Background: an optimization exercise with open tools, aiming at small area, a short achievable clock period and few clock cycles. Do not read the settings as production practice.
Only simulation tests tie the RTL to the original design; equivalence was not proved.
Power and IR drop assume default switching activity.

==> flow/design.v (outline; a module is shown in full before it is edited, if it fits) <==
// module riscv_alu: 119 lines
// module riscv_csr_regfile: 408 lines
// module riscv_csr: 214 lines
// module riscv_decoder: 182 lines
// module riscv_decode: 94 lines
// module riscv_divider: 101 lines
// module riscv_exec: 322 lines
// module riscv_fetch: 148 lines
// module riscv_lsu: 314 lines
// module riscv_lsu_fifo: 53 lines
// module riscv_mmu: 394 lines
// module riscv_multiplier: 86 lines
// module riscv_pipe_ctrl: 324 lines
// module riscv_regfile: 242 lines
// module riscv_issue: 365 lines
// module riscv_core: 543 lines
module riscv_core
#(
     parameter SUPPORT_MULDIV   = 1
    ,parameter SUPPORT_SUPER    = 0
    ,parameter SUPPORT_MMU      = 0
    ,parameter SUPPORT_LOAD_BYPASS = 1
    ,parameter SUPPORT_MUL_BYPASS = 1
    ,parameter SUPPORT_REGFILE_XILINX = 0
    ,parameter EXTRA_DECODE_STAGE = 0
    ,parameter MEM_CACHE_ADDR_MIN = 32'h80000000
    ,parameter MEM_CACHE_ADDR_MAX = 32'h8fffffff
)
(
     input           clk_i
    ,input           rst_i
    ,input  [ 31:0]  mem_d_data_rd_i
    ,input           mem_d_accept_i
    ,input           mem_d_ack_i
    ,input           mem_d_error_i
    ,input  [ 10:0]  mem_d_resp_tag_i
    ,input           mem_i_accept_i
    ,input           mem_i_valid_i
    ,input           mem_i_error_i
    ,input  [ 31:0]  mem_i_inst_i
    ,input           intr_i
    ,input  [ 31:0]  reset_vector_i
    ,input  [ 31:0]  cpu_id_i
    ,output [ 31:0]  mem_d_addr_o
    ,output [ 31:0]  mem_d_data_wr_o
    ,output          mem_d_rd_o
    ,output [  3:0]  mem_d_wr_o
    ,output          mem_d_cacheable_o
    ,output [ 10:0]  mem_d_req_tag_o
    ,output          mem_d_invalidate_o
    ,output          mem_d_writeback_o
    ,output          mem_d_flush_o
    ,output          mem_i_rd_o
    ,output          mem_i_flush_o
    ,output          mem_i_invalidate_o
    ,output [ 31:0]  mem_i_pc_o
);
  // ...
==> flow/run.sh <==
#!/bin/bash
# synth_recipe.tcl (not shown) runs the flow's synth.tcl, then flattens the netlist and writes it again
# the make line also repeats each setting of config.mk as NAME=value (left out here)
make -C /OpenROAD-flow-scripts/flow DESIGN_CONFIG=/design/flow/config.mk WORK_HOME=/design/flow/orfs CLKGATE_MAP_FILE= SYNTH_SCRIPT=/design/flow/synth_recipe.tcl finish
==> flow/config.mk <==
export PLATFORM = sky130hd
export DESIGN_NAME = riscv_core
export DESIGN_NICKNAME = riscv_core
export VERILOG_FILES = /design/flow/design.v
export SDC_FILE = /design/flow/constraint.sdc
export NUM_CORES = 8
export LEC_CHECK = 0
export CAP_MARGIN = 20
export CORE_MARGIN = 2
export CORE_UTILIZATION = 30
export GPL_ROUTABILITY_DRIVEN = 1
export SLEW_MARGIN = 20
==> flow/constraint.sdc <==
create_clock -name core_clock -period 13.0 [get_ports {clk_i}]
set_input_delay 2.6000 -clock core_clock [delete_from_list [all_inputs] [get_ports {clk_i}]]
set_output_delay 2.6000 -clock core_clock [all_outputs]
set_load 0.01 [all_outputs]
==> out/metrics.yaml, run 1 <==
ys.warnings.count: 13
hold_path_class: "reg -> reg"
postSynth.asyncResetShare_pct: 57.4
synth_top_cells_by_count: "nand2_1, a21oi_1, inv_1, dfrtp_1, clkbuf_1"
synth.yosys.seq_area_share_pct: 30.9
synth_fa_ha_area_share_pct: 17.0
remaining_drc_errors: 0
net-switching-power_mw: 6.60
antenna_found_initial: 138
yosys.area_share.xor_xnor_pct: 2.07
clock_tree_root_buffer_cell: "clkbuf_16"
endpoint_kind: "flop"
synth_area_sq_um: 173000
number_of_non_clock_inverters: 1396
setup_tns_ns: 0
netSwitchingFraction_pct: 33.1
synth_top_cell_area_share_pct: 19.4
met2WireLength_mm: 382
port_buffers: 237
hold_buffers: 0
dominant-cell-class: "multi-input combinational cells"
drt-pass1-iter-count: 13
maxUsedRoutingLayer: "met5"
proportion_of_layout_cells_with_a_drive_suffix_above_1_pct: 11.1
dominant_combinational_cell_family_by_area_after_synthesis: "compound AO/OA/AOI/OAI gates"
slew-limit-headroom_pct: 8.47
dpl.hpwl_mm: 696
power_mw: 19.9
htreeDepth: 5
yosys.cell_count.top_type: "nand2_1"
critical_path_buf_inv_count: 7
startpoint: "mem_i_inst_i[21]"
numPlacedInstances: 27943
outcome: "finished clean"
total_clock_buffers_created_by_cts: 271
power.ir.vdd_worst_mv: 0.100
tritoncts_num_sinks: 2329
dominantRegCellSynth: "dfrtp_1"
fillerInstances: 59548
power_leakage_nw: 80.4
gr-usage-met1_pct: 40.4
syn-instance-count: 20721
Testbench counts, summed over its fixed seeds: cycles 592,794.
==> module riscv_csr, before the edit <==
module riscv_csr
#(
     parameter SUPPORT_MULDIV   = 1
    ,parameter SUPPORT_SUPER    = 1
)
(
     input           clk_i
    ,input           rst_i
    ,input           intr_i
    ,input           opcode_valid_i
    ,input  [ 31:0]  opcode_opcode_i
    ,input  [ 31:0]  opcode_pc_i
    ,input           opcode_invalid_i
    ,input  [  4:0]  opcode_rd_idx_i
    ,input  [  4:0]  opcode_ra_idx_i
    ,input  [  4:0]  opcode_rb_idx_i
    ,input  [ 31:0]  opcode_ra_operand_i
    ,input  [ 31:0]  opcode_rb_operand_i
    ,input           csr_writeback_write_i
    ,input  [ 11:0]  csr_writeback_waddr_i
    ,input  [ 31:0]  csr_writeback_wdata_i
    ,input  [  5:0]  csr_writeback_exception_i
    ,input  [ 31:0]  csr_writeback_exception_pc_i
    ,input  [ 31:0]  csr_writeback_exception_addr_i
    ,input  [ 31:0]  cpu_id_i
    ,input  [ 31:0]  reset_vector_i
    ,input           interrupt_inhibit_i
    ,output [ 31:0]  csr_result_e1_value_o
    ,output          csr_result_e1_write_o
    ,output [ 31:0]  csr_result_e1_wdata_o
    ,output [  5:0]  csr_result_e1_exception_o
    ,output          branch_csr_request_o
    ,output [ 31:0]  branch_csr_pc_o
    ,output [  1:0]  branch_csr_priv_o
    ,output          take_interrupt_o
    ,output          ifence_o
    ,output [  1:0]  mmu_priv_d_o
    ,output          mmu_sum_o
    ,output          mmu_mxr_o
    ,output          mmu_flush_o
    ,output [ 31:0]  mmu_satp_o
);
wire ecall_w             = opcode_valid_i && ((opcode_opcode_i & 32'hffffffff)      == 32'h73);
wire ebreak_w            = opcode_valid_i && ((opcode_opcode_i & 32'hffffffff)     == 32'h100073);
wire eret_w              = opcode_valid_i && ((opcode_opcode_i & 32'hcfffffff)       == 32'h200073);
wire [1:0] eret_priv_w   = opcode_opcode_i[29:28];
wire csrrw_w             = opcode_valid_i && ((opcode_opcode_i & 32'h707f)      == 32'h1073);
wire csrrs_w             = opcode_valid_i && ((opcode_opcode_i & 32'h707f)      == 32'h2073);
wire csrrc_w             = opcode_valid_i && ((opcode_opcode_i & 32'h707f)      == 32'h3073);
wire csrrwi_w            = opcode_valid_i && ((opcode_opcode_i & 32'h707f)     == 32'h5073);
wire csrrsi_w            = opcode_valid_i && ((opcode_opcode_i & 32'h707f)     == 32'h6073);
wire csrrci_w            = opcode_valid_i && ((opcode_opcode_i & 32'h707f)     == 32'h7073);
wire wfi_w               = opcode_valid_i && ((opcode_opcode_i & 32'hffff8fff)        == 32'h10500073);
wire fence_w             = opcode_valid_i && ((opcode_opcode_i & 32'h707f)      == 32'hf);
wire sfence_w            = opcode_valid_i && ((opcode_opcode_i & 32'hfe007fff)     == 32'h12000073);
wire ifence_w            = opcode_valid_i && ((opcode_opcode_i & 32'h707f)     == 32'h100f);
wire [1:0]  current_priv_w;
reg [1:0]   csr_priv_r;
reg         csr_readonly_r;
reg         csr_write_r;
reg         set_r;
reg         clr_r;
reg         csr_fault_r;
reg [31:0]  data_r;
always @ *
begin
    set_r           = csrrw_w | csrrs_w | csrrwi_w | csrrsi_w;
    clr_r           = csrrw_w | csrrc_w | csrrwi_w | csrrci_w;
    csr_priv_r      = opcode_opcode_i[29:28];
    csr_readonly_r  = (opcode_opcode_i[31:30] == 2'd3);
    csr_write_r     = (opcode_ra_idx_i != 5'b0) | csrrw_w | csrrwi_w;
    data_r          = (csrrwi_w | 
                       csrrsi_w | 
                       csrrci_w) ?
                            {27'b0, opcode_ra_idx_i} : opcode_ra_operand_i;
    csr_fault_r     = SUPPORT_SUPER ? (opcode_valid_i && (set_r | clr_r) && ((csr_write_r && csr_readonly_r) || (current_priv_w < csr_priv_r))) : 1'b0;
end
wire satp_update_w = (opcode_valid_i && (set_r || clr_r) && csr_write_r && (opcode_opcode_i[31:20] == 12'h180));
wire timer_irq_w = 1'b0;
wire [31:0] misa_w = SUPPORT_MULDIV ? (32'h40000000 | 32'h00000100 | 32'h00001000): (32'h40000000 | 32'h00000100);
wire [31:0] csr_rdata_w;
wire        csr_branch_w;
wire [31:0] csr_target_w;
wire [31:0] interrupt_w;
wire [31:0] status_reg_w;
wire [31:0] satp_reg_w;
riscv_csr_regfile
#( .SUPPORT_MTIMECMP(1)
  ,.SUPPORT_SUPER(SUPPORT_SUPER) )
u_csrfile
(
     .clk_i(clk_i)
    ,.rst_i(rst_i)
    ,.ext_intr_i(intr_i)
    ,.timer_intr_i(timer_irq_w)
    ,.cpu_id_i(cpu_id_i)
    ,.misa_i(misa_w)
    ,.csr_ren_i(opcode_valid_i)
    ,.csr_raddr_i(opcode_opcode_i[31:20])
    ,.csr_rdata_o(csr_rdata_w)
    ,.exception_i(csr_writeback_exception_i)
    ,.exception_pc_i(csr_writeback_exception_pc_i)
    ,.exception_addr_i(csr_writeback_exception_addr_i)
    ,.csr_waddr_i(csr_writeback_write_i ? csr_writeback_waddr_i : 12'b0)
    ,.csr_wdata_i(csr_writeback_wdata_i)
    ,.csr_branch_o(csr_branch_w)
    ,.csr_target_o(csr_target_w)
    ,.priv_o(current_priv_w)
    ,.status_o(status_reg_w)
    ,.satp_o(satp_reg_w)
    ,.interrupt_o(interrupt_w)
);
reg                     rd_valid_e1_q;
reg [ 31:0]             rd_result_e1_q;
reg [ 31:0]             csr_wdata_e1_q;
reg [6-1:0]  exception_e1_q;
wire                    eret_fault_w = eret_w && (current_priv_w < eret_priv_w);
always @ (posedge clk_i or posedge rst_i)
if (rst_i)
begin
    rd_valid_e1_q   <= 1'b0;
    rd_result_e1_q  <= 32'b0;
    csr_wdata_e1_q  <= 32'b0;
    exception_e1_q  <= 6'b0;
end
else if (opcode_valid_i)
begin
    rd_valid_e1_q   <= (set_r || clr_r) && ~csr_fault_r;
    if (opcode_invalid_i || csr_fault_r || eret_fault_w)
        rd_result_e1_q  <= opcode_opcode_i;
    else    
        rd_result_e1_q  <= csr_rdata_w;
    if ((opcode_opcode_i & 32'hffffffff) == 32'h73)
        exception_e1_q  <= 6'h18 + {4'b0, current_priv_w};
    else if (eret_fault_w)
        exception_e1_q  <= 6'h12;
    else if ((opcode_opcode_i & 32'hcfffffff) == 32'h200073)
        exception_e1_q  <= 6'h30 + {4'b0, eret_priv_w};
    else if ((opcode_opcode_i & 32'hffffffff) == 32'h100073)
        exception_e1_q  <= 6'h13;
    else if (opcode_invalid_i || csr_fault_r)
        exception_e1_q  <= 6'h12;
    else if (satp_update_w || ifence_w || sfence_w)
        exception_e1_q  <= 6'h34;
    else
        exception_e1_q  <= 6'b0;
    if (set_r && clr_r)
        csr_wdata_e1_q <= data_r;
    else if (set_r)
        csr_wdata_e1_q <= csr_rdata_w | data_r;
    else if (clr_r)
        csr_wdata_e1_q <= csr_rdata_w & ~data_r;
end
else
begin
    rd_valid_e1_q   <= 1'b0;
    rd_result_e1_q  <= 32'b0;
    csr_wdata_e1_q  <= 32'b0;
    exception_e1_q  <= 6'b0;
end
assign csr_result_e1_value_o     = rd_result_e1_q;
assign csr_result_e1_write_o     = rd_valid_e1_q;
assign csr_result_e1_wdata_o     = csr_wdata_e1_q;
assign csr_result_e1_exception_o = exception_e1_q;
reg take_interrupt_q;
always @ (posedge clk_i or posedge rst_i)
if (rst_i)
    take_interrupt_q    <= 1'b0;
else
    take_interrupt_q    <= (|interrupt_w) & ~interrupt_inhibit_i;
assign take_interrupt_o = take_interrupt_q;
reg tlb_flush_q;
always @ (posedge clk_i or posedge rst_i)
if (rst_i)
    tlb_flush_q <= 1'b0;
else
    tlb_flush_q <= satp_update_w || sfence_w;
reg ifence_q;
always @ (posedge clk_i or posedge rst_i)
if (rst_i)
    ifence_q    <= 1'b0;
else
    ifence_q    <= ifence_w;
assign ifence_o = ifence_q;
reg        branch_q;
reg [31:0] branch_target_q;
reg        reset_q;
always @ (posedge clk_i or posedge rst_i)
if (rst_i)
begin
    branch_target_q <= 32'b0;
    branch_q        <= 1'b0;
    reset_q         <= 1'b1;
end
else if (reset_q)
begin
    branch_target_q <= reset_vector_i;
    branch_q        <= 1'b1;
    reset_q         <= 1'b0;
end
else
begin
    branch_q        <= csr_branch_w;
    branch_target_q <= csr_target_w;
end
assign branch_csr_request_o = branch_q;
assign branch_csr_pc_o      = branch_target_q;
assign branch_csr_priv_o    = satp_reg_w[31] ? current_priv_w : 2'd3;
assign mmu_priv_d_o     = status_reg_w[17] ? status_reg_w[12:11] : current_priv_w;
assign mmu_satp_o       = satp_reg_w;
assign mmu_flush_o      = tlb_flush_q;
assign mmu_sum_o        = status_reg_w[18];
assign mmu_mxr_o        = status_reg_w[19];
endmodule
==> module riscv_divider, before the edit <==
module riscv_divider
(
     input           clk_i
    ,input           rst_i
    ,input           opcode_valid_i
    ,input  [ 31:0]  opcode_opcode_i
    ,input  [ 31:0]  opcode_pc_i
    ,input           opcode_invalid_i
    ,input  [  4:0]  opcode_rd_idx_i
    ,input  [  4:0]  opcode_ra_idx_i
    ,input  [  4:0]  opcode_rb_idx_i
    ,input  [ 31:0]  opcode_ra_operand_i
    ,input  [ 31:0]  opcode_rb_operand_i
    ,output          writeback_valid_o
    ,output [ 31:0]  writeback_value_o
);
reg          valid_q;
reg  [31:0]  wb_result_q;
wire inst_div_w         = (opcode_opcode_i & 32'hfe00707f) == 32'h2004033;
wire inst_divu_w        = (opcode_opcode_i & 32'hfe00707f) == 32'h2005033;
wire inst_rem_w         = (opcode_opcode_i & 32'hfe00707f) == 32'h2006033;
wire inst_remu_w        = (opcode_opcode_i & 32'hfe00707f) == 32'h2007033;
wire div_rem_inst_w     = ((opcode_opcode_i & 32'hfe00707f) == 32'h2004033)  || 
                          ((opcode_opcode_i & 32'hfe00707f) == 32'h2005033) ||
                          ((opcode_opcode_i & 32'hfe00707f) == 32'h2006033)  ||
                          ((opcode_opcode_i & 32'hfe00707f) == 32'h2007033);
wire signed_operation_w = ((opcode_opcode_i & 32'hfe00707f) == 32'h2004033) || ((opcode_opcode_i & 32'hfe00707f) == 32'h2006033);
wire div_operation_w    = ((opcode_opcode_i & 32'hfe00707f) == 32'h2004033) || ((opcode_opcode_i & 32'hfe00707f) == 32'h2005033);
reg [31:0] dividend_q;
reg [62:0] divisor_q;
reg [31:0] quotient_q;
reg [31:0] q_mask_q;
reg        div_inst_q;
reg        div_busy_q;
reg        invert_res_q;
wire div_start_w    = opcode_valid_i & div_rem_inst_w;
wire div_complete_w = !(|q_mask_q) & div_busy_q;
always @(posedge clk_i or posedge rst_i)
if (rst_i)
begin
    div_busy_q     <= 1'b0;
    dividend_q     <= 32'b0;
    divisor_q      <= 63'b0;
    invert_res_q   <= 1'b0;
    quotient_q     <= 32'b0;
    q_mask_q       <= 32'b0;
    div_inst_q     <= 1'b0;
end
else if (div_start_w)
begin
    div_busy_q     <= 1'b1;
    div_inst_q     <= div_operation_w;
    if (signed_operation_w && opcode_ra_operand_i[31])
        dividend_q <= -opcode_ra_operand_i;
    else
        dividend_q <= opcode_ra_operand_i;
    if (signed_operation_w && opcode_rb_operand_i[31])
        divisor_q <= {-opcode_rb_operand_i, 31'b0};
    else
        divisor_q <= {opcode_rb_operand_i, 31'b0};
    invert_res_q  <= (((opcode_opcode_i & 32'hfe00707f) == 32'h2004033) && (opcode_ra_operand_i[31] != opcode_rb_operand_i[31]) && |opcode_rb_operand_i) || 
                     (((opcode_opcode_i & 32'hfe00707f) == 32'h2006033) && opcode_ra_operand_i[31]);
    quotient_q     <= 32'b0;
    q_mask_q       <= 32'h80000000;
end
else if (div_complete_w)
begin
    div_busy_q <= 1'b0;
end
else if (div_busy_q)
begin
    if (divisor_q <= {31'b0, dividend_q})
    begin
        dividend_q <= dividend_q - divisor_q[31:0];
        quotient_q <= quotient_q | q_mask_q;
    end
    divisor_q <= {1'b0, divisor_q[62:1]};
    q_mask_q  <= {1'b0, q_mask_q[31:1]};
end
reg [31:0] div_result_r;
always @ *
begin
    div_result_r = 32'b0;
    if (div_inst_q)
        div_result_r = invert_res_q ? -quotient_q : quotient_q;
    else
        div_result_r = invert_res_q ? -dividend_q : dividend_q;
end
always @(posedge clk_i or posedge rst_i)
if (rst_i)
    valid_q <= 1'b0;
else
    valid_q <= div_complete_w;
always @(posedge clk_i or posedge rst_i)
if (rst_i)
    wb_result_q <= 32'b0;
else if (div_complete_w)
    wb_result_q <= div_result_r;
assign writeback_valid_o = valid_q;
assign writeback_value_o  = wb_result_q;
endmodule
==> module riscv_fetch, before the edit <==
module riscv_fetch
#(
     parameter SUPPORT_MMU      = 1
)
(
     input           clk_i
    ,input           rst_i
    ,input           fetch_accept_i
    ,input           icache_accept_i
    ,input           icache_valid_i
    ,input           icache_error_i
    ,input  [ 31:0]  icache_inst_i
    ,input           icache_page_fault_i
    ,input           fetch_invalidate_i
    ,input           branch_request_i
    ,input  [ 31:0]  branch_pc_i
    ,input  [  1:0]  branch_priv_i
    ,output          fetch_valid_o
    ,output [ 31:0]  fetch_instr_o
    ,output [ 31:0]  fetch_pc_o
    ,output          fetch_fault_fetch_o
    ,output          fetch_fault_page_o
    ,output          icache_rd_o
    ,output          icache_flush_o
    ,output          icache_invalidate_o
    ,output [ 31:0]  icache_pc_o
    ,output [  1:0]  icache_priv_o
    ,output          squash_decode_o
);
reg         active_q;
wire        icache_busy_w;
wire        stall_w       = !fetch_accept_i || icache_busy_w || !icache_accept_i;
reg         branch_q;
reg [31:0]  branch_pc_q;
reg [1:0]   branch_priv_q;
always @ (posedge clk_i or posedge rst_i)
if (rst_i)
begin
    branch_q       <= 1'b0;
    branch_pc_q    <= 32'b0;
    branch_priv_q  <= 2'd3;
end
else if (branch_request_i)
begin
    branch_q       <= 1'b1;
    branch_pc_q    <= branch_pc_i;
    branch_priv_q  <= branch_priv_i;
end
else if (icache_rd_o && icache_accept_i)
begin
    branch_q       <= 1'b0;
    branch_pc_q    <= 32'b0;
end
wire        branch_w      = branch_q;
wire [31:0] branch_pc_w   = branch_pc_q;
wire [1:0]  branch_priv_w = branch_priv_q;
assign squash_decode_o    = branch_request_i;
always @ (posedge clk_i or posedge rst_i)
if (rst_i)
    active_q    <= 1'b0;
else if (branch_w && ~stall_w)
    active_q    <= 1'b1;
reg stall_q;
always @ (posedge clk_i or posedge rst_i)
if (rst_i)
    stall_q    <= 1'b0;
else
    stall_q    <= stall_w;
reg icache_fetch_q;
reg icache_invalidate_q;
always @ (posedge clk_i or posedge rst_i)
if (rst_i)
    icache_fetch_q <= 1'b0;
else if (icache_rd_o && icache_accept_i)
    icache_fetch_q <= 1'b1;
else if (icache_valid_i)
    icache_fetch_q <= 1'b0;
always @ (posedge clk_i or posedge rst_i)
if (rst_i)
    icache_invalidate_q <= 1'b0;
else if (icache_invalidate_o && !icache_accept_i)
    icache_invalidate_q <= 1'b1;
else
    icache_invalidate_q <= 1'b0;
reg [31:0]  pc_f_q;
reg [31:0]  pc_d_q;
wire [31:0] icache_pc_w;
wire [1:0]  icache_priv_w;
wire        fetch_resp_drop_w;
always @ (posedge clk_i or posedge rst_i)
if (rst_i)
    pc_f_q  <= 32'b0;
else if (branch_w && ~stall_w)
    pc_f_q  <= branch_pc_w;
else if (!stall_w)
    pc_f_q  <= {icache_pc_w[31:2],2'b0} + 32'd4;
reg [1:0] priv_f_q;
reg       branch_d_q;
always @ (posedge clk_i or posedge rst_i)
if (rst_i)
    priv_f_q  <= 2'd3;
else if (branch_w && ~stall_w)
    priv_f_q  <= branch_priv_w;
always @ (posedge clk_i or posedge rst_i)
if (rst_i)
    branch_d_q  <= 1'b0;
else if (branch_w && ~stall_w)
    branch_d_q  <= 1'b1;
else if (!stall_w)
    branch_d_q  <= 1'b0;
assign icache_pc_w       = pc_f_q;
assign icache_priv_w     = priv_f_q;
assign fetch_resp_drop_w = branch_w | branch_d_q;
always @ (posedge clk_i or posedge rst_i)
if (rst_i)
    pc_d_q <= 32'b0;
else if (icache_rd_o && icache_accept_i)
    pc_d_q <= icache_pc_w;
assign icache_rd_o         = active_q & fetch_accept_i & !icache_busy_w;
assign icache_pc_o         = {icache_pc_w[31:2],2'b0};
assign icache_priv_o       = icache_priv_w;
assign icache_flush_o      = fetch_invalidate_i | icache_invalidate_q;
assign icache_invalidate_o = 1'b0;
assign icache_busy_w       =  icache_fetch_q && !icache_valid_i;
reg [65:0]  skid_buffer_q;
reg         skid_valid_q;
always @ (posedge clk_i or posedge rst_i)
if (rst_i)
begin
    skid_buffer_q  <= 66'b0;
    skid_valid_q   <= 1'b0;
end 
else if (fetch_valid_o && !fetch_accept_i)
begin
    skid_valid_q  <= 1'b1;
    skid_buffer_q <= {fetch_fault_page_o, fetch_fault_fetch_o, fetch_pc_o, fetch_instr_o};
end
else
begin
    skid_valid_q  <= 1'b0;
    skid_buffer_q <= 66'b0;
end
assign fetch_valid_o       = (icache_valid_i || skid_valid_q) & !fetch_resp_drop_w;
assign fetch_pc_o          = skid_valid_q ? skid_buffer_q[63:32] : {pc_d_q[31:2],2'b0};
assign fetch_instr_o       = skid_valid_q ? skid_buffer_q[31:0]  : icache_inst_i;
assign fetch_fault_fetch_o = skid_valid_q ? skid_buffer_q[64] : icache_error_i;
assign fetch_fault_page_o  = skid_valid_q ? skid_buffer_q[65] : icache_page_fault_i;
endmodule
==> inputs of run 2 (changes only) <==
--- a/flow/design.v
+++ b/flow/design.v
@@ -614,3 +614,3 @@
 riscv_csr_regfile
-#( .SUPPORT_MTIMECMP(1)
+#( .SUPPORT_MTIMECMP(0)
   ,.SUPPORT_SUPER(SUPPORT_SUPER) )
@@ -1033,9 +1033,3 @@
 );
-reg          valid_q;
-reg  [31:0]  wb_result_q;
-wire inst_div_w         = (opcode_opcode_i & 32'hfe00707f) == 32'h2004033;
-wire inst_divu_w        = (opcode_opcode_i & 32'hfe00707f) == 32'h2005033;
-wire inst_rem_w         = (opcode_opcode_i & 32'hfe00707f) == 32'h2006033;
-wire inst_remu_w        = (opcode_opcode_i & 32'hfe00707f) == 32'h2007033;
-wire div_rem_inst_w     = ((opcode_opcode_i & 32'hfe00707f) == 32'h2004033)  || 
+wire div_rem_inst_w     = ((opcode_opcode_i & 32'hfe00707f) == 32'h2004033)  ||
                           ((opcode_opcode_i & 32'hfe00707f) == 32'h2005033) ||
@@ -1045,21 +1039,30 @@
 wire div_operation_w    = ((opcode_opcode_i & 32'hfe00707f) == 32'h2004033) || ((opcode_opcode_i & 32'hfe00707f) == 32'h2005033);
-reg [31:0] dividend_q;
-reg [62:0] divisor_q;
-reg [31:0] quotient_q;
-reg [31:0] q_mask_q;
-reg        div_inst_q;
-reg        div_busy_q;
-reg        invert_res_q;
-wire div_start_w    = opcode_valid_i & div_rem_inst_w;
-wire div_complete_w = !(|q_mask_q) & div_busy_q;
-always @(posedge clk_i or posedge rst_i)
+wire div_start_w        = opcode_valid_i & div_rem_inst_w;
+reg         busy_q;
+reg         first_q;      
+reg  [5:0]  cnt_q;        
+reg         div_inst_q;
+reg         signed_q;
+reg         invert_res_q;
+reg  [31:0] rem_q;        
+reg  [31:0] nq_q;         
+reg  [31:0] den_q;        
+reg         valid_q;
+reg  [31:0] wb_result_q;
+wire div_complete_w = busy_q & (cnt_q == 6'd32);
+wire [31:0] n_w   = (first_q && signed_q && nq_q[31])  ? (32'b0 - nq_q)  : nq_q;
+wire [31:0] d_w   = (first_q && signed_q && den_q[31]) ? (32'b0 - den_q) : den_q;
+wire [31:0] r_w   = first_q ? 32'b0 : rem_q;
+wire [32:0] shl_w = {r_w, n_w[31]};
+wire [33:0] sub_w = {1'b0, shl_w} - {2'b0, d_w};
+wire        ge_w  = ~sub_w[33];
+always @ (posedge clk_i or posedge rst_i)
 if (rst_i)
 begin
-    div_busy_q     <= 1'b0;
-    dividend_q     <= 32'b0;
-    divisor_q      <= 63'b0;
-    invert_res_q   <= 1'b0;
-    quotient_q     <= 32'b0;
-    q_mask_q       <= 32'b0;
-    div_inst_q     <= 1'b0;
+    busy_q       <= 1'b0;
+    first_q      <= 1'b0;
+    cnt_q        <= 6'd0;
+    div_inst_q   <= 1'b0;
+    signed_q     <= 1'b0;
+    invert_res_q <= 1'b0;
 end
@@ -1067,41 +1070,31 @@
 begin
-    div_busy_q     <= 1'b1;
-    div_inst_q     <= div_operation_w;
-    if (signed_operation_w && opcode_ra_operand_i[31])
-        dividend_q <= -opcode_ra_operand_i;
-    else
-        dividend_q <= opcode_ra_operand_i;
-    if (signed_operation_w && opcode_rb_operand_i[31])
-        divisor_q <= {-opcode_rb_operand_i, 31'b0};
-    else
-        divisor_q <= {opcode_rb_operand_i, 31'b0};
-    invert_res_q  <= (((opcode_opcode_i & 32'hfe00707f) == 32'h2004033) && (opcode_ra_operand_i[31] != opcode_rb_operand_i[31]) && |opcode_rb_operand_i) || 
-                     (((opcode_opcode_i & 32'hfe00707f) == 32'h2006033) && opcode_ra_operand_i[31]);
-    quotient_q     <= 32'b0;
-    q_mask_q       <= 32'h80000000;
+    busy_q       <= 1'b1;
+    first_q      <= 1'b1;
+    cnt_q        <= 6'd0;
+    div_inst_q   <= div_operation_w;
+    signed_q     <= signed_operation_w;
+    invert_res_q <= (((opcode_opcode_i & 32'hfe00707f) == 32'h2004033) && (opcode_ra_operand_i[31] != opcode_rb_operand_i[31]) && |opcode_rb_operand_i) ||
+                    (((opcode_opcode_i & 32'hfe00707f) == 32'h2006033) && opcode_ra_operand_i[31]);
 end
 else if (div_complete_w)
+    busy_q       <= 1'b0;
+else if (busy_q)
 begin
-    div_busy_q <= 1'b0;
+    first_q      <= 1'b0;
+    cnt_q        <= cnt_q + 6'd1;
 end
-else if (div_busy_q)
+always @ (posedge clk_i)
+if (div_start_w)
 begin
-    if (divisor_q <= {31'b0, dividend_q})
-    begin
-        dividend_q <= dividend_q - divisor_q[31:0];
-        quotient_q <= quotient_q | q_mask_q;
-    end
-    divisor_q <= {1'b0, divisor_q[62:1]};
-    q_mask_q  <= {1'b0, q_mask_q[31:1]};
+    nq_q  <= opcode_ra_operand_i;
+    den_q <= opcode_rb_operand_i;
 end
-reg [31:0] div_result_r;
-always @ *
+else if (busy_q && !div_complete_w)
 begin
-    div_result_r = 32'b0;
-    if (div_inst_q)
-        div_result_r = invert_res_q ? -quotient_q : quotient_q;
-    else
-        div_result_r = invert_res_q ? -dividend_q : dividend_q;
+    rem_q <= ge_w ? sub_w[31:0] : shl_w[31:0];
+    nq_q  <= {n_w[30:0], ge_w};
+    den_q <= d_w;
 end
-always @(posedge clk_i or posedge rst_i)
+wire [31:0] res_w = div_inst_q ? nq_q : rem_q;
+always @ (posedge clk_i or posedge rst_i)
 if (rst_i)
@@ -1110,9 +1103,7 @@
     valid_q <= div_complete_w;
-always @(posedge clk_i or posedge rst_i)
-if (rst_i)
-    wb_result_q <= 32'b0;
-else if (div_complete_w)
-    wb_result_q <= div_result_r;
+always @ (posedge clk_i)
+if (div_complete_w)
+    wb_result_q <= invert_res_q ? (32'b0 - res_w) : res_w;
 assign writeback_valid_o = valid_q;
-assign writeback_value_o  = wb_result_q;
+assign writeback_value_o = wb_result_q;
 endmodule
@@ -1132,13 +1123,5 @@
     ,input           hold_i
-    ,output          branch_request_o
-    ,output          branch_is_taken_o
-    ,output          branch_is_not_taken_o
-    ,output [ 31:0]  branch_source_o
-    ,output          branch_is_call_o
-    ,output          branch_is_ret_o
-    ,output          branch_is_jmp_o
-    ,output [ 31:0]  branch_pc_o
-    ,output          branch_d_request_o
-    ,output [ 31:0]  branch_d_pc_o
-    ,output [  1:0]  branch_d_priv_o
+    ,output          branch_e1_fire_o       
+    ,output          branch_e1_taken_o      
+    ,output [ 31:0]  branch_e1_pc_o
     ,output [ 31:0]  writeback_value_o
@@ -1158,2 +1141,10 @@
 end
+wire inst_jal_w  = ((opcode_opcode_i & 32'h7f) == 32'h6f);
+wire inst_jalr_w = ((opcode_opcode_i & 32'h707f) == 32'h67);
+wire inst_bxx_w  = ((opcode_opcode_i & 32'h707f) == 32'h63) ||
+                   ((opcode_opcode_i & 32'h707f) == 32'h1063) ||
+                   ((opcode_opcode_i & 32'h707f) == 32'h4063) ||
+                   ((opcode_opcode_i & 32'h707f) == 32'h5063) ||
+                   ((opcode_opcode_i & 32'h707f) == 32'h6063) ||
+                   ((opcode_opcode_i & 32'h707f) == 32'h7063);
 reg [3:0]  alu_func_r;
@@ -1289,4 +1280,4 @@
         alu_input_b_r  = imm20_r;
-    end     
-    else if (((opcode_opcode_i & 32'h7f) == 32'h6f) || ((opcode_opcode_i & 32'h707f) == 32'h67))  
+    end
+    else if (inst_jal_w || inst_jalr_w)  
     begin
@@ -1296,145 +1287,77 @@
     end
+    else if (inst_bxx_w)  
+    begin
+        alu_input_a_r  = opcode_ra_operand_i;
+        alu_input_b_r  = opcode_rb_operand_i;
+    end
+end
+reg [3:0]  alu_func_q;
+reg [31:0] alu_a_q;
+reg [31:0] alu_b_q;
+reg        br_jal_q;
+reg        br_jalr_q;
+reg        br_bxx_q;
+reg [2:0]  br_f3_q;
+reg [31:0] br_base_q;      
+reg [11:0] br_imm_q;       
+reg        fresh_q;
+always @ (posedge clk_i)
+if (~hold_i)
+begin
+    alu_func_q <= alu_func_r;
+    alu_a_q    <= alu_input_a_r;
+    alu_b_q    <= alu_input_b_r;
+    br_f3_q    <= opcode_opcode_i[14:12];
+    br_base_q  <= inst_jalr_w ? opcode_ra_operand_i : (opcode_pc_i + (inst_jal_w ? jimm20_r : bimm_r));
+    br_imm_q   <= opcode_opcode_i[31:20];
 end
-wire [31:0]  alu_p_w;
-riscv_alu
-u_alu
-(
-    .alu_op_i(alu_func_r),
-    .alu_a_i(alu_input_a_r),
-    .alu_b_i(alu_input_b_r),
-    .alu_p_o(alu_p_w)
-);
-reg [31:0] result_q;
 always @ (posedge clk_i or posedge rst_i)
 if (rst_i)
-    result_q  <= 32'b0;
-else if (~hold_i)
-    result_q <= alu_p_w;
-assign writeback_value_o  = result_q;
-function [0:0] less_than_signed;
-    input  [31:0] x;
-    input  [31:0] y;
-    reg [31:0] v;
-begin
-    v = (x - y);
-    if (x[31] != y[31])
-        less_than_signed = x[31];
-    else
-        less_than_signed = v[31];
-end
-endfunction
-function [0:0] greater_than_signed;
-    input  [31:0] x;
-    input  [31:0] y;
-    reg [31:0] v;
-begin
-    v = (y - x);
-    if (x[31] != y[31])
-        greater_than_signed = y[31];
-    else
-        greater_than_signed = v[31];
+begin
+    br_jal_q  <= 1'b0;
+    br_jalr_q <= 1'b0;
+    br_bxx_q  <= 1'b0;
+    fresh_q   <= 1'b0;
 end
-endfunction
-reg        branch_r;
-reg        branch_taken_r;
-reg [31:0] branch_target_r;
-reg        branch_call_r;
-reg        branch_ret_r;
-reg        branch_jmp_r;
-always @ *
+else
 begin
-    branch_r        = 1'b0;
-    branch_taken_r  = 1'b0;
-    branch_call_r   = 1'b0;
-    branch_ret_r    = 1'b0;
-    branch_jmp_r    = 1'b0;
-    branch_target_r = opcode_pc_i + bimm_r;
-    if ((opcode_opcode_i & 32'h7f) == 32'h6f)  
-    begin
-        branch_r        = 1'b1;
-        branch_taken_r  = 1'b1;
-        branch_target_r = opcode_pc_i + jimm20_r;
-        branch_call_r   = (opcode_rd_idx_i == 5'd1);  
-        branch_jmp_r    = 1'b1;
-    end
-    else if ((opcode_opcode_i & 32'h707f) == 32'h67)  
-    begin
-        branch_r            = 1'b1;
-        branch_taken_r      = 1'b1;
-        branch_target_r     = opcode_ra_operand_i + imm12_r;
-        branch_target_r[0]  = 1'b0;
-        branch_ret_r        = (opcode_ra_idx_i == 5'd1 && imm12_r[11:0] == 12'b0);  
-        branch_call_r       = ~branch_ret_r && (opcode_rd_idx_i == 5'd1);  
-        branch_jmp_r        = ~(branch_call_r | branch_ret_r);
-    end
-    else if ((opcode_opcode_i & 32'h707f) == 32'h63)  
-    begin
-        branch_r      = 1'b1;
-        branch_taken_r= (opcode_ra_operand_i == opcode_rb_operand_i);
-    end
-    else if ((opcode_opcode_i & 32'h707f) == 32'h1063)  
-    begin
-        branch_r      = 1'b1;    
-        branch_taken_r= (opcode_ra_operand_i != opcode_rb_operand_i);
-    end
-    else if ((opcode_opcode_i & 32'h707f) == 32'h4063)  
-    begin
-        branch_r      = 1'b1;
-        branch_taken_r= less_than_signed(opcode_ra_operand_i, opcode_rb_operand_i);
-    end
-    else if ((opcode_opcode_i & 32'h707f) == 32'h5063)  
+    if (~hold_i)
     begin
-        branch_r      = 1'b1;    
-        branch_taken_r= greater_than_signed(opcode_ra_operand_i,opcode_rb_operand_i) | (opcode_ra_operand_i == opcode_rb_operand_i);
-    end
-    else if ((opcode_opcode_i & 32'h707f) == 32'h6063)  
-    begin
-        branch_r      = 1'b1;    
-        branch_taken_r= (opcode_ra_operand_i < opcode_rb_operand_i);
-    end
-    else if ((opcode_opcode_i & 32'h707f) == 32'h7063)  
-    begin
-        branch_r      = 1'b1;
-        branch_taken_r= (opcode_ra_operand_i >= opcode_rb_operand_i);
+        br_jal_q  <= opcode_valid_i & inst_jal_w;
+        br_jalr_q <= opcode_valid_i & inst_jalr_w;
+        br_bxx_q  <= opcode_valid_i & inst_bxx_w;
     end
+    fresh_q <= opcode_valid_i;
 end
-reg        branch_taken_q;
-reg        branch_ntaken_q;
-reg [31:0] pc_x_q;
-reg [31:0] pc_m_q;
-reg        branch_call_q;
-reg        branch_ret_q;
-reg        branch_jmp_q;
-always @ (posedge clk_i or posedge rst_i)
-if (rst_i)
+wire [31:0]  alu_p_w;
+riscv_alu
+u_alu
+(
+    .alu_op_i(alu_func_q),
+    .alu_a_i(alu_a_q),
+    .alu_b_i(alu_b_q),
+    .alu_p_o(alu_p_w)
+);
+assign writeback_value_o = alu_p_w;
+wire [32:0] cmp_sub_w = {1'b0, alu_a_q} - {1'b0, alu_b_q};
+wire        cmp_eq_w  = (alu_a_q == alu_b_q);
+wire        cmp_ltu_w = cmp_sub_w[32];
+wire        cmp_lt_w  = (alu_a_q[31] != alu_b_q[31]) ? alu_a_q[31] : cmp_sub_w[31];
+reg cond_r;
+always @ *
 begin
-    branch_taken_q   <= 1'b0;
-    branch_ntaken_q  <= 1'b0;
-    pc_x_q           <= 32'b0;
-    pc_m_q           <= 32'b0;
-    branch_call_q    <= 1'b0;
-    branch_ret_q     <= 1'b0;
-    branch_jmp_q     <= 1'b0;
+    case (br_f3_q)
+    3'b000:  cond_r = cmp_eq_w;
+    3'b001:  cond_r = ~cmp_eq_w;
+    3'b100:  cond_r = cmp_lt_w;
+    3'b101:  cond_r = ~cmp_lt_w;
+    3'b110:  cond_r = cmp_ltu_w;
+    default: cond_r = ~cmp_ltu_w;
+    endcase
 end
-else if (opcode_valid_i)
-begin
-    branch_taken_q   <= branch_r && opcode_valid_i & branch_taken_r;
-    branch_ntaken_q  <= branch_r && opcode_valid_i & ~branch_taken_r;
-    pc_x_q           <= branch_taken_r ? branch_target_r : opcode_pc_i + 32'd4;
-    branch_call_q    <= branch_r && opcode_valid_i && branch_call_r;
-    branch_ret_q     <= branch_r && opcode_valid_i && branch_ret_r;
-    branch_jmp_q     <= branch_r && opcode_valid_i && branch_jmp_r;
-    pc_m_q           <= opcode_pc_i;
-end
-assign branch_request_o   = branch_taken_q | branch_ntaken_q;
-assign branch_is_taken_o  = branch_taken_q;
-assign branch_is_not_taken_o = branch_ntaken_q;
-assign branch_source_o    = pc_m_q;
-assign branch_pc_o        = pc_x_q;
-assign branch_is_call_o   = branch_call_q;
-assign branch_is_ret_o    = branch_ret_q;
-assign branch_is_jmp_o    = branch_jmp_q;
-assign branch_d_request_o = (branch_r && opcode_valid_i && branch_taken_r);
-assign branch_d_pc_o      = branch_target_r;
-assign branch_d_priv_o    = 2'b0;  
+wire [31:0] jalr_target_w = br_base_q + {{20{br_imm_q[11]}}, br_imm_q};
+wire        taken_w       = br_jal_q | br_jalr_q | (br_bxx_q & cond_r);
+assign branch_e1_taken_o = taken_w;
+assign branch_e1_fire_o  = fresh_q & taken_w;
+assign branch_e1_pc_o    = br_jalr_q ? {jalr_target_w[31:1], 1'b0} : br_base_q;
 endmodule
@@ -1454,5 +1377,7 @@
     ,input           fetch_invalidate_i
-    ,input           branch_request_i
+    ,input           branch_request_i        
     ,input  [ 31:0]  branch_pc_i
     ,input  [  1:0]  branch_priv_i
+    ,input           branch_e1_i             
+    ,input  [ 31:0]  branch_e1_pc_i
     ,output          fetch_valid_o
@@ -1475,2 +1400,5 @@
 reg [1:0]   branch_priv_q;
+wire        branch_w      = branch_e1_i | branch_q;
+wire [31:0] branch_pc_w   = branch_e1_i ? branch_e1_pc_i : branch_pc_q;
+wire [1:0]  branch_priv_w = branch_priv_q;
 always @ (posedge clk_i or posedge rst_i)
@@ -1493,5 +1421,7 @@
 end
-wire        branch_w      = branch_q;
-wire [31:0] branch_pc_w   = branch_pc_q;
-wire [1:0]  branch_priv_w = branch_priv_q;
+else if (branch_e1_i)
+begin
+    branch_q       <= 1'b1;
+    branch_pc_q    <= branch_e1_pc_i;
+end
 assign squash_decode_o    = branch_request_i;
@@ -1626,11 +1556,11 @@
 );
-reg [ 31:0]  mem_addr_q;
-reg [ 31:0]  mem_data_wr_q;
-reg          mem_rd_q;
-reg [  3:0]  mem_wr_q;
-reg          mem_cacheable_q;
-reg          mem_invalidate_q;
-reg          mem_writeback_q;
-reg          mem_flush_q;
-reg          mem_unaligned_e1_q;
+wire [ 31:0] mem_addr_q;
+wire [ 31:0] mem_data_wr_q;
+wire         mem_rd_q;
+wire [  3:0] mem_wr_q;
+wire         mem_cacheable_q;
+wire         mem_invalidate_q;
+wire         mem_writeback_q;
+wire         mem_flush_q;
+wire         mem_unaligned_e1_w;
 reg          mem_unaligned_e2_q;
@@ -1656,3 +1586,3 @@
 else
-    mem_unaligned_e2_q <= mem_unaligned_e1_q & ~delay_lsu_e2_w;
+    mem_unaligned_e2_q <= mem_unaligned_e1_w & ~delay_lsu_e2_w;
 wire load_inst_w = (((opcode_opcode_i & 32'h707f) == 32'h3)  || 
@@ -1677,6 +1607,21 @@
 wire req_sh_lh_w = ((opcode_opcode_i & 32'h707f) == 32'h1023) || ((opcode_opcode_i & 32'h707f) == 32'h1003) || ((opcode_opcode_i & 32'h707f) == 32'h5003);
-reg [31:0]  mem_addr_r;
-reg         mem_unaligned_r;
+reg [31:0]  ra_q;
+reg [11:0]  imm_q;
+reg [31:0]  rb_q;
+reg         valid_q;
+reg         sw_lw_q;
+reg         sh_lh_q;
+reg         ld_q;
+reg         st_w_q;
+reg         st_h_q;
+reg         st_b_q;
+reg [2:0]   cop_q;       
+wire        csrrw_w = ((opcode_opcode_i & 32'h707f) == 32'h1073);
+wire dcache_flush_w      = csrrw_w && (opcode_opcode_i[31:20] == 12'h3a0);
+wire dcache_writeback_w  = csrrw_w && (opcode_opcode_i[31:20] == 12'h3a1);
+wire dcache_invalidate_w = csrrw_w && (opcode_opcode_i[31:20] == 12'h3a2);
+wire [31:0] mem_addr_w = ra_q + {{20{imm_q[11]}}, imm_q};
+assign mem_unaligned_e1_w = (sw_lw_q && (mem_addr_w[1:0] != 2'b0)) || (sh_lh_q && mem_addr_w[0]);
+assign mem_rd_q = ld_q && !mem_unaligned_e1_w;
 reg [31:0]  mem_data_r;
-reg         mem_rd_r;
 reg [3:0]   mem_wr_r;
@@ -1684,29 +1629,15 @@
 begin
-    mem_addr_r      = 32'b0;
-    mem_data_r      = 32'b0;
-    mem_unaligned_r = 1'b0;
-    mem_wr_r        = 4'b0;
-    mem_rd_r        = 1'b0;
-    if (opcode_valid_i && ((opcode_opcode_i & 32'h707f) == 32'h1073))
-        mem_addr_r = opcode_ra_operand_i;
-    else if (opcode_valid_i && load_inst_w)
-        mem_addr_r = opcode_ra_operand_i + {{20{opcode_opcode_i[31]}}, opcode_opcode_i[31:20]};
-    else
-        mem_addr_r = opcode_ra_operand_i + {{20{opcode_opcode_i[31]}}, opcode_opcode_i[31:25], opcode_opcode_i[11:7]};
-    if (opcode_valid_i && req_sw_lw_w)
-        mem_unaligned_r = (mem_addr_r[1:0] != 2'b0);
-    else if (opcode_valid_i && req_sh_lh_w)
-        mem_unaligned_r = mem_addr_r[0];
-    mem_rd_r = (opcode_valid_i && load_inst_w && !mem_unaligned_r);
-    if (opcode_valid_i && ((opcode_opcode_i & 32'h707f) == 32'h2023) && !mem_unaligned_r)
+    mem_data_r = 32'b0;
+    mem_wr_r   = 4'b0;
+    if (st_w_q && !mem_unaligned_e1_w)
     begin
-        mem_data_r  = opcode_rb_operand_i;
+        mem_data_r  = rb_q;
         mem_wr_r    = 4'hF;
     end
-    else if (opcode_valid_i && ((opcode_opcode_i & 32'h707f) == 32'h1023) && !mem_unaligned_r)
+    else if (st_h_q && !mem_unaligned_e1_w)
     begin
-        case (mem_addr_r[1:0])
+        case (mem_addr_w[1:0])
         2'h2 :
         begin
-            mem_data_r  = {opcode_rb_operand_i[15:0],16'h0000};
+            mem_data_r  = {rb_q[15:0],16'h0000};
             mem_wr_r    = 4'b1100;
@@ -1715,3 +1646,3 @@
         begin
-            mem_data_r  = {16'h0000,opcode_rb_operand_i[15:0]};
+            mem_data_r  = {16'h0000,rb_q[15:0]};
             mem_wr_r    = 4'b0011;
@@ -1720,8 +1651,8 @@
     end
-    else if (opcode_valid_i && ((opcode_opcode_i & 32'h707f) == 32'h23))
+    else if (st_b_q)
     begin
-        case (mem_addr_r[1:0])
+        case (mem_addr_w[1:0])
         2'h3 :
         begin
-            mem_data_r  = {opcode_rb_operand_i[7:0],24'h000000};
+            mem_data_r  = {rb_q[7:0],24'h000000};
             mem_wr_r    = 4'b1000;
@@ -1730,3 +1661,3 @@
         begin
-            mem_data_r  = {{8'h00,opcode_rb_operand_i[7:0]},16'h0000};
+            mem_data_r  = {{8'h00,rb_q[7:0]},16'h0000};
             mem_wr_r    = 4'b0100;
@@ -1735,20 +1666,27 @@
         begin
-            mem_data_r  = {{16'h0000,opcode_rb_operand_i[7:0]},8'h00};
+            mem_data_r  = {{16'h0000,rb_q[7:0]},8'h00};
             mem_wr_r    = 4'b0010;
         end
-        2'h0 :
+        default :
         begin
-            mem_data_r  = {24'h000000,opcode_rb_operand_i[7:0]};
+            mem_data_r  = {24'h000000,rb_q[7:0]};
             mem_wr_r    = 4'b0001;
         end
-        default :
-        ;
         endcase
     end
-    else
-        mem_wr_r    = 4'b0;
 end
-wire dcache_flush_w      = ((opcode_opcode_i & 32'h707f) == 32'h1073) && (opcode_opcode_i[31:20] == 12'h3a0);
-wire dcache_writeback_w  = ((opcode_opcode_i & 32'h707f) == 32'h1073) && (opcode_opcode_i[31:20] == 12'h3a1);
-wire dcache_invalidate_w = ((opcode_opcode_i & 32'h707f) == 32'h1073) && (opcode_opcode_i[31:20] == 12'h3a2);
+assign mem_addr_q       = mem_addr_w;
+assign mem_data_wr_q    = mem_data_r;
+assign mem_wr_q         = mem_wr_r;
+assign mem_flush_q      = cop_q[0];
+assign mem_writeback_q  = cop_q[1];
+assign mem_invalidate_q = cop_q[2];
+/*verilator lint_off UNSIGNED*/
+/*verilator lint_off CMPCONST*/
+assign mem_cacheable_q  = (mem_addr_w >= MEM_CACHE_ADDR_MIN && mem_addr_w <= MEM_CACHE_ADDR_MAX) || (|cop_q);
+/*verilator lint_on CMPCONST*/
+/*verilator lint_on UNSIGNED*/
+wire lsu_clear_w = complete_err_e2_w || mem_unaligned_e2_q;
+wire lsu_hold_w  = ((mem_rd_q || (|mem_wr_q) || mem_unaligned_e1_w) && delay_lsu_e2_w) ||
+                   ((mem_writeback_o || mem_invalidate_o || mem_flush_o || mem_rd_o || mem_wr_o != 4'b0) && !mem_accept_i);
 always @ (posedge clk_i or posedge rst_i)
@@ -1756,11 +1694,10 @@
 begin
-    mem_addr_q         <= 32'b0;
-    mem_data_wr_q      <= 32'b0;
-    mem_rd_q           <= 1'b0;
-    mem_wr_q           <= 4'b0;
-    mem_cacheable_q    <= 1'b0;
-    mem_invalidate_q   <= 1'b0;
-    mem_writeback_q    <= 1'b0;
-    mem_flush_q        <= 1'b0;
-    mem_unaligned_e1_q <= 1'b0;
+    valid_q            <= 1'b0;
+    sw_lw_q            <= 1'b0;
+    sh_lh_q            <= 1'b0;
+    ld_q               <= 1'b0;
+    st_w_q             <= 1'b0;
+    st_h_q             <= 1'b0;
+    st_b_q             <= 1'b0;
+    cop_q              <= 3'b0;
     mem_load_q         <= 1'b0;
@@ -1770,13 +1707,12 @@
 end
-else if (complete_err_e2_w || mem_unaligned_e2_q)
+else if (lsu_clear_w)
 begin
-    mem_addr_q         <= 32'b0;
-    mem_data_wr_q      <= 32'b0;
-    mem_rd_q           <= 1'b0;
-    mem_wr_q           <= 4'b0;
-    mem_cacheable_q    <= 1'b0;
-    mem_invalidate_q   <= 1'b0;
-    mem_writeback_q    <= 1'b0;
-    mem_flush_q        <= 1'b0;
-    mem_unaligned_e1_q <= 1'b0;
+    valid_q            <= 1'b0;
+    sw_lw_q            <= 1'b0;
+    sh_lh_q            <= 1'b0;
+    ld_q               <= 1'b0;
+    st_w_q             <= 1'b0;
+    st_h_q             <= 1'b0;
+    st_b_q             <= 1'b0;
+    cop_q              <= 3'b0;
     mem_load_q         <= 1'b0;
@@ -1786,15 +1722,12 @@
 end
-else if ((mem_rd_q || (|mem_wr_q) || mem_unaligned_e1_q) && delay_lsu_e2_w)
-    ;
-else if (!((mem_writeback_o || mem_invalidate_o || mem_flush_o || mem_rd_o || mem_wr_o != 4'b0) && !mem_accept_i))
+else if (!lsu_hold_w)
 begin
-    mem_addr_q         <= 32'b0;
-    mem_data_wr_q      <= mem_data_r;
-    mem_rd_q           <= mem_rd_r;
-    mem_wr_q           <= mem_wr_r;
-    mem_cacheable_q    <= 1'b0;
-    mem_invalidate_q   <= 1'b0;
-    mem_writeback_q    <= 1'b0;
-    mem_flush_q        <= 1'b0;
-    mem_unaligned_e1_q <= mem_unaligned_r;
+    valid_q            <= opcode_valid_i;
+    sw_lw_q            <= opcode_valid_i && req_sw_lw_w;
+    sh_lh_q            <= opcode_valid_i && req_sh_lh_w && !req_sw_lw_w;
+    ld_q               <= opcode_valid_i && load_inst_w;
+    st_w_q             <= opcode_valid_i && ((opcode_opcode_i & 32'h707f) == 32'h2023);
+    st_h_q             <= opcode_valid_i && ((opcode_opcode_i & 32'h707f) == 32'h1023);
+    st_b_q             <= opcode_valid_i && ((opcode_opcode_i & 32'h707f) == 32'h23);
+    cop_q              <= {opcode_valid_i & dcache_invalidate_w, opcode_valid_i & dcache_writeback_w, opcode_valid_i & dcache_flush_w};
     mem_load_q         <= opcode_valid_i && load_inst_w;
@@ -1803,12 +1736,11 @@
     mem_ls_q           <= load_signed_inst_w;
-/*verilator lint_off UNSIGNED*/
-/*verilator lint_off CMPCONST*/
-    mem_cacheable_q  <= (mem_addr_r >= MEM_CACHE_ADDR_MIN && mem_addr_r <= MEM_CACHE_ADDR_MAX) ||
-                        (opcode_valid_i && (dcache_invalidate_w || dcache_writeback_w || dcache_flush_w));
-/*verilator lint_on CMPCONST*/
-/*verilator lint_on UNSIGNED*/
-    mem_invalidate_q <= opcode_valid_i & dcache_invalidate_w;
-    mem_writeback_q  <= opcode_valid_i & dcache_writeback_w;
-    mem_flush_q      <= opcode_valid_i & dcache_flush_w;
-    mem_addr_q       <= mem_addr_r;
+end
+always @ (posedge clk_i)
+if (!lsu_clear_w && !lsu_hold_w)
+begin
+    ra_q  <= opcode_ra_operand_i;
+    rb_q  <= opcode_rb_operand_i;
+    imm_q <= (opcode_valid_i && csrrw_w)     ? 12'b0 :
+             (opcode_valid_i && load_inst_w) ? opcode_opcode_i[31:20] :
+                                               {opcode_opcode_i[31:25], opcode_opcode_i[11:7]};
 end
@@ -1823,3 +1755,3 @@
 assign mem_flush_o      = mem_flush_q;
-assign stall_o          = ((mem_writeback_o || mem_invalidate_o || mem_flush_o || mem_rd_o || mem_wr_o != 4'b0) && !mem_accept_i) || delay_lsu_e2_w || mem_unaligned_e1_q;
+assign stall_o          = ((mem_writeback_o || mem_invalidate_o || mem_flush_o || mem_rd_o || mem_wr_o != 4'b0) && !mem_accept_i) || delay_lsu_e2_w || mem_unaligned_e1_w;
 wire        resp_load_w;
@@ -1839,3 +1771,3 @@
     ,.rst_i(rst_i)
-    ,.push_i(((mem_rd_o || (|mem_wr_o) || mem_writeback_o || mem_invalidate_o || mem_flush_o) && mem_accept_i) || (mem_unaligned_e1_q && ~delay_lsu_e2_w))
+    ,.push_i(((mem_rd_o || (|mem_wr_o) || mem_writeback_o || mem_invalidate_o || mem_flush_o) && mem_accept_i) || (mem_unaligned_e1_w && ~delay_lsu_e2_w))
     ,.data_in_i({mem_addr_q, mem_ls_q, mem_xh_q, mem_xb_q, mem_load_q})
@@ -2455,4 +2387,4 @@
     ,input           take_interrupt_i
-    ,input           issue_branch_taken_i
-    ,input [31:0]    issue_branch_target_i
+    ,input           branch_e1_taken_i       
+    ,input [31:0]    branch_e1_target_i
     ,input [31:0]    issue_pc_i
@@ -2503,3 +2435,2 @@
 wire squash_e1_e2_w;
-wire branch_misaligned_w = (issue_branch_taken_i && issue_branch_target_i[1:0] != 2'b0);
 reg                     valid_e1_q;
@@ -2507,3 +2438,2 @@
 reg [31:0]              pc_e1_q;
-reg [31:0]              npc_e1_q;
 reg [31:0]              opcode_e1_q;
@@ -2518,3 +2448,2 @@
     pc_e1_q         <= 32'b0;
-    npc_e1_q        <= 32'b0;
     opcode_e1_q     <= 32'b0;
@@ -2540,3 +2469,2 @@
     pc_e1_q         <= issue_pc_i;
-    npc_e1_q        <= issue_branch_taken_i ? issue_branch_target_i : issue_pc_i + 32'd4;
     opcode_e1_q     <= issue_opcode_i;
@@ -2544,4 +2472,3 @@
     operand_rb_e1_q <= issue_operand_rb_i;
-    exception_e1_q  <= (|issue_exception_i) ? issue_exception_i : 
-                       branch_misaligned_w  ? 6'h10 : 6'b0;
+    exception_e1_q  <= issue_exception_i;
 end
@@ -2552,3 +2479,2 @@
     pc_e1_q         <= 32'b0;
-    npc_e1_q        <= 32'b0;
     opcode_e1_q     <= 32'b0;
@@ -2558,2 +2484,5 @@
 end
+wire                    branch_misaligned_e1_w = valid_e1_q && branch_e1_taken_i && (branch_e1_target_i[1:0] != 2'b0);
+wire [6-1:0] exception_e1_w = (|exception_e1_q)      ? exception_e1_q :
+                                         branch_misaligned_e1_w ? 6'h10 : 6'b0;
 wire   alu_e1_w        = ctrl_e1_q[0];
@@ -2576,3 +2505,2 @@
 reg [31:0]              pc_e2_q;
-reg [31:0]              npc_e2_q;
 reg [31:0]              opcode_e2_q;
@@ -2589,3 +2517,2 @@
     pc_e2_q         <= 32'b0;
-    npc_e2_q        <= 32'b0;
     opcode_e2_q     <= 32'b0;
@@ -2605,3 +2532,2 @@
     pc_e2_q         <= 32'b0;
-    npc_e2_q        <= 32'b0;
     opcode_e2_q     <= 32'b0;
@@ -2619,3 +2545,2 @@
     pc_e2_q         <= pc_e1_q;
-    npc_e2_q        <= npc_e1_q;
     opcode_e2_q     <= opcode_e1_q;
@@ -2625,6 +2550,6 @@
         exception_e2_q  <= 6'h20;
-    else if (|exception_e1_q)
+    else if (|exception_e1_w)
     begin
         valid_e2_q      <= 1'b0;
-        exception_e2_q  <= exception_e1_q;
+        exception_e2_q  <= exception_e1_w;
     end
@@ -2677,3 +2602,2 @@
 reg [31:0]              pc_wb_q;
-reg [31:0]              npc_wb_q;
 reg [31:0]              opcode_wb_q;
@@ -2690,3 +2614,2 @@
     pc_wb_q         <= 32'b0;
-    npc_wb_q        <= 32'b0;
     opcode_wb_q     <= 32'b0;
@@ -2706,3 +2629,2 @@
     pc_wb_q         <= 32'b0;
-    npc_wb_q        <= 32'b0;
     opcode_wb_q     <= 32'b0;
@@ -2733,3 +2655,2 @@
     pc_wb_q         <= pc_e2_q;
-    npc_wb_q        <= npc_e2_q;
     opcode_wb_q     <= opcode_e2_q;
@@ -2854,38 +2775,9 @@
     wire [31:0] x31_t6_w  = reg_r31_q;
-    always @ (posedge clk_i )
+    reg [31:1] written_q;
+    always @ (posedge clk_i or posedge rst_i)
     if (rst_i)
-    begin
-        reg_r1_q       <= 32'h00000000;
-        reg_r2_q       <= 32'h00000000;
-        reg_r3_q       <= 32'h00000000;
-        reg_r4_q       <= 32'h00000000;
-        reg_r5_q       <= 32'h00000000;
-        reg_r6_q       <= 32'h00000000;
-        reg_r7_q       <= 32'h00000000;
-        reg_r8_q       <= 32'h00000000;
-        reg_r9_q       <= 32'h00000000;
-        reg_r10_q      <= 32'h00000000;
-        reg_r11_q      <= 32'h00000000;
-        reg_r12_q      <= 32'h00000000;
-        reg_r13_q      <= 32'h00000000;
-        reg_r14_q      <= 32'h00000000;
-        reg_r15_q      <= 32'h00000000;
-        reg_r16_q      <= 32'h00000000;
-        reg_r17_q      <= 32'h00000000;
-        reg_r18_q      <= 32'h00000000;
-        reg_r19_q      <= 32'h00000000;
-        reg_r20_q      <= 32'h00000000;
-        reg_r21_q      <= 32'h00000000;
-        reg_r22_q      <= 32'h00000000;
-        reg_r23_q      <= 32'h00000000;
-        reg_r24_q      <= 32'h00000000;
-        reg_r25_q      <= 32'h00000000;
-        reg_r26_q      <= 32'h00000000;
-        reg_r27_q      <= 32'h00000000;
-        reg_r28_q      <= 32'h00000000;
-        reg_r29_q      <= 32'h00000000;
-        reg_r30_q      <= 32'h00000000;
-        reg_r31_q      <= 32'h00000000;
-    end
-    else
+        written_q <= 31'b0;
+    else if (rd0_i != 5'd0)
+        written_q[rd0_i] <= 1'b1;
+    always @ (posedge clk_i )
     begin
@@ -2996,4 +2888,5 @@
     end
-    assign ra0_value_o = ra0_value_r;
-    assign rb0_value_o = rb0_value_r;
+    wire [31:0] written_w = {written_q, 1'b0};
+    assign ra0_value_o = written_w[ra0_i] ? ra0_value_r : 32'b0;
+    assign rb0_value_o = written_w[rb0_i] ? rb0_value_r : 32'b0;
 end
@@ -3025,13 +2918,4 @@
     ,input           fetch_instr_invalid_i
-    ,input           branch_exec_request_i
-    ,input           branch_exec_is_taken_i
-    ,input           branch_exec_is_not_taken_i
-    ,input  [ 31:0]  branch_exec_source_i
-    ,input           branch_exec_is_call_i
-    ,input           branch_exec_is_ret_i
-    ,input           branch_exec_is_jmp_i
-    ,input  [ 31:0]  branch_exec_pc_i
-    ,input           branch_d_exec_request_i
-    ,input  [ 31:0]  branch_d_exec_pc_i
-    ,input  [  1:0]  branch_d_exec_priv_i
+    ,input           branch_e1_taken_i
+    ,input  [ 31:0]  branch_e1_pc_i
     ,input           branch_csr_request_i
@@ -3114,4 +2998,4 @@
 wire opcode_valid_w = fetch_valid_i & ~squash_w & ~branch_csr_request_i;
-assign branch_request_o     = branch_csr_request_i | branch_d_exec_request_i;
-assign branch_pc_o          = branch_csr_request_i ? branch_csr_pc_i   : branch_d_exec_pc_i;
+assign branch_request_o     = branch_csr_request_i;
+assign branch_pc_o          = branch_csr_pc_i;
 assign branch_priv_o        = branch_csr_request_i ? branch_csr_priv_i : priv_x_q;
@@ -3180,4 +3064,4 @@
     ,.issue_operand_rb_i(opcode_rb_operand_o)
-    ,.issue_branch_taken_i(branch_d_exec_request_i)
-    ,.issue_branch_target_i(branch_d_exec_pc_i)
+    ,.branch_e1_taken_i(branch_e1_taken_i)
+    ,.branch_e1_target_i(branch_e1_pc_i)
     ,.take_interrupt_i(take_interrupt_i)
@@ -3536,2 +3420,5 @@
 wire           branch_exec_is_call_w;
+wire           branch_e1_fire_w;
+wire           branch_e1_taken_w;
+wire  [ 31:0]  branch_e1_pc_w;
 riscv_exec
@@ -3551,13 +3438,5 @@
     ,.hold_i(exec_hold_w)
-    ,.branch_request_o(branch_exec_request_w)
-    ,.branch_is_taken_o(branch_exec_is_taken_w)
-    ,.branch_is_not_taken_o(branch_exec_is_not_taken_w)
-    ,.branch_source_o(branch_exec_source_w)
-    ,.branch_is_call_o(branch_exec_is_call_w)
-    ,.branch_is_ret_o(branch_exec_is_ret_w)
-    ,.branch_is_jmp_o(branch_exec_is_jmp_w)
-    ,.branch_pc_o(branch_exec_pc_w)
-    ,.branch_d_request_o(branch_d_exec_request_w)
-    ,.branch_d_pc_o(branch_d_exec_pc_w)
-    ,.branch_d_priv_o(branch_d_exec_priv_w)
+    ,.branch_e1_fire_o(branch_e1_fire_w)
+    ,.branch_e1_taken_o(branch_e1_taken_w)
+    ,.branch_e1_pc_o(branch_e1_pc_w)
     ,.writeback_value_o(writeback_exec_value_w)
@@ -3800,13 +3679,4 @@
     ,.fetch_instr_invalid_i(fetch_instr_invalid_w)
-    ,.branch_exec_request_i(branch_exec_request_w)
-    ,.branch_exec_is_taken_i(branch_exec_is_taken_w)
-    ,.branch_exec_is_not_taken_i(branch_exec_is_not_taken_w)
-    ,.branch_exec_source_i(branch_exec_source_w)
-    ,.branch_exec_is_call_i(branch_exec_is_call_w)
-    ,.branch_exec_is_ret_i(branch_exec_is_ret_w)
-    ,.branch_exec_is_jmp_i(branch_exec_is_jmp_w)
-    ,.branch_exec_pc_i(branch_exec_pc_w)
-    ,.branch_d_exec_request_i(branch_d_exec_request_w)
-    ,.branch_d_exec_pc_i(branch_d_exec_pc_w)
-    ,.branch_d_exec_priv_i(branch_d_exec_priv_w)
+    ,.branch_e1_taken_i(branch_e1_taken_w)
+    ,.branch_e1_pc_i(branch_e1_pc_w)
     ,.branch_csr_request_i(branch_csr_request_w)
@@ -3896,2 +3766,4 @@
     ,.branch_priv_i(branch_priv_w)
+    ,.branch_e1_i(branch_e1_fire_w)
+    ,.branch_e1_pc_i(branch_e1_pc_w)
     ,.fetch_valid_o(fetch_dec_valid_w)
==> out/metrics.yaml, run 2 <==
synth_top_cells_by_count: "nand2_1, edfxtp_1, inv_1, fa_1, dfrtp_1"
synth_area_sq_um: 163000  # -5.5%
average_instance_area_after_synthesis_sq_um: 10.3
postSynth.asyncResetShare_pct: 44.6  # -13 points
grt_pass1_wl_mm: 1050
ys.warnings.count: 13  # unchanged
worst_r2r_endpoint: "u_mul.result_e2_q[22]"
dominantRegCellSynth: "edfxtp_1"
synth_top_cell_area_share_pct: 24.1  # +4.8 points
hold_path_class: "reg -> reg"
power.clock.fraction_pct: 40.8
clock_skew_ns: 0.0602
total_clock_buffers_created_by_cts: 264  # -2.6%
netSwitchingFraction_pct: 29.8  # -3.3 points
drt-pass1-iter-count: 14  # +1
dpl_cell_area_sq_um: 175000
htreeDepth: 5  # unchanged
net-switching-power_mw: 5.71  # -13%
coreArea_sq_um: 541000
die_height_um: 741
outcome: "finished clean"
power.ir.vdd_worst_mv: 0.0981  # -2.2%
max_slew.worst_pin.slew_ns: 1.33
drt-initial-drc-count: 23386
vias_in_the_first_global_route: 133499
slew-limit-headroom_pct: 11.0  # +2.5 points
die_width_um: 741
tritoncts_num_sinks: 2368  # +1.7%
hold_buffers: 0  # unchanged
clock_tree_root_buffer_cell: "clkbuf_16"
power_leakage_nw: 72.5  # -9.8%
post-synth-top-area-cell: "edfxtp_1"
port_buffers: 237  # unchanged
setup_tns_ns: 0  # unchanged
startpoint: "u_exec.alu_b_q[2]"
timing.final.setup_violations: 0
comb_power_share_pct: 15.2
vias_per_cell: 6.03
reg2reg_setup_slack_ns: 2.29
worst_path_largest_cell_delay_ns: 0.56
endpoint_kind: "primary output"
yosys.cell_count.top_type: "nand2_1"
syn-instance-count: 15904  # -23%
synth.yosys.seq_area_share_pct: 40.4  # +9.5 points
remaining_drc_errors: 0  # unchanged
proportion_of_layout_cells_with_a_drive_suffix_above_1_pct: 10.2  # -0.87 points
antenna_found_initial: 127  # -8.0%
destination_of_the_critical_timing_path: "mem_i_rd_o"
dpl.hpwl_mm: 528  # -24%
-- run 2: cell types whose count changed after synthesis, sizes merged, moves of 173 or more --
| cell | delta |
|---|---|
| clkbuf | -481 |
| dfrtp | -280 |
| edfxtp | +1311 |
| a22oi | -210 |
| nand2 | -2236 |
| a21oi | -1211 |
| dfxtp | -992 |
| a22o | +173 |
-- run 2: final cells by class --
type | count | area (sq um)
repair buffers | 796 | 6690
clock buffers | 336 | 7230
fillers | 54545 | 357000
well taps | 7208 | 9020
multi-input cells | 11149 | 88900
flip-flops and latches | 2368 | 65800
diodes | 62 | 155
inverters | 1304 | 4910
clock inverters | 138 | 1530
-- run 2: worst max-delay path, delay by kind of cell (launching register included) --
family / cells / cell delay [ns]
xor gates and xnor gates: 1 / 0.12
adders and majority gates: 2 / 0.98
DFF: 1 / 0.42
buffers and inverters: 5 / 1.71
AOI/OAI and AO/OA: 16 / 4.15
and+or+nand+nor: 8 / 1.38
-- run 2: worst min-delay path by stage --
stage               slack, ns                               start                              end  cells past startpoint
floorplan                0.42  u_csr.u_csrfile.csr_mip_next_q[11]    u_csr.u_csrfile.csr_mip_q[11]                      2
global placement         0.44           u_csr.branch_target_q[16]          u_fetch.branch_pc_q[16]                      2
detailed placement       0.45                    u_fetch.active_q                 u_fetch.active_q                      1
CTS                      0.46                    u_fetch.active_q                 u_fetch.active_q                      1
global route             0.48                    u_fetch.active_q                 u_fetch.active_q                      1
finish                   0.46     u_issue.u_pipe_ctrl.pc_e2_q[14]  u_issue.u_pipe_ctrl.pc_wb_q[14]                      2
-- run 2: stage by stage --
stage / cells / power (mW)
2_1_floorplan: 15920 / 9.88
3_5_place_dp: 22821 / 11.4
6_report: 23361 / 19.2
3_3_place_gp: 22821 / 11.3
5_1_grt: 23308 / 19.6
4_1_cts: 23295 / 19.0
-- run 2: logic make-up (layout without fill, tap and decap cells) --
| group | count (synthesis) | after routing | share of synthesized area [%] |
|---|---|---|---|
| adder cells (fa/ha/maj) | 1594 | 1594 | 17.4 |
| AO/OA/AOI/OAI | 3700 | 3700 | 15.7 |
| other | 1 | 79 | 0.00230 |
| multiplexers | 651 | 651 | 4.83 |
| XOR/XNOR | 416 | 416 | 2.23 |
| AND/OR/NAND/NOR | 4771 | 4771 | 13.5 |
| flip-flops | 2368 | 2368 | 40.4 |
| buffers and inverters | 2403 | 2574 | 5.83 |
-- run 2: metal layers --
metal | vias to the layer above | GRT usage, % | routed length, um
met2 | 11152 | 39.1 | 318000
met1 | 70464 | 33.7 | 277000
met3 | 2709 | 9.68 | 107000
li1 | 56568 | - | -
met5 | - | 0.0611 | 550
met4 | 56 | 16.3 | 59100
-- run 2: power groups by stage --
stage	registers [mW]	logic [mW]	clock network (mW)
2_1_floorplan	8.50	1.38	0
3_3_place_gp	8.57	2.75	0
3_5_place_dp	8.58	2.77	0
4_1_cts	8.43	2.78	7.83
5_1_grt	8.46	2.99	8.12
6_report	8.44	2.92	7.82
Testbench counts of run 2, summed over its fixed seeds: cycles 592,794.
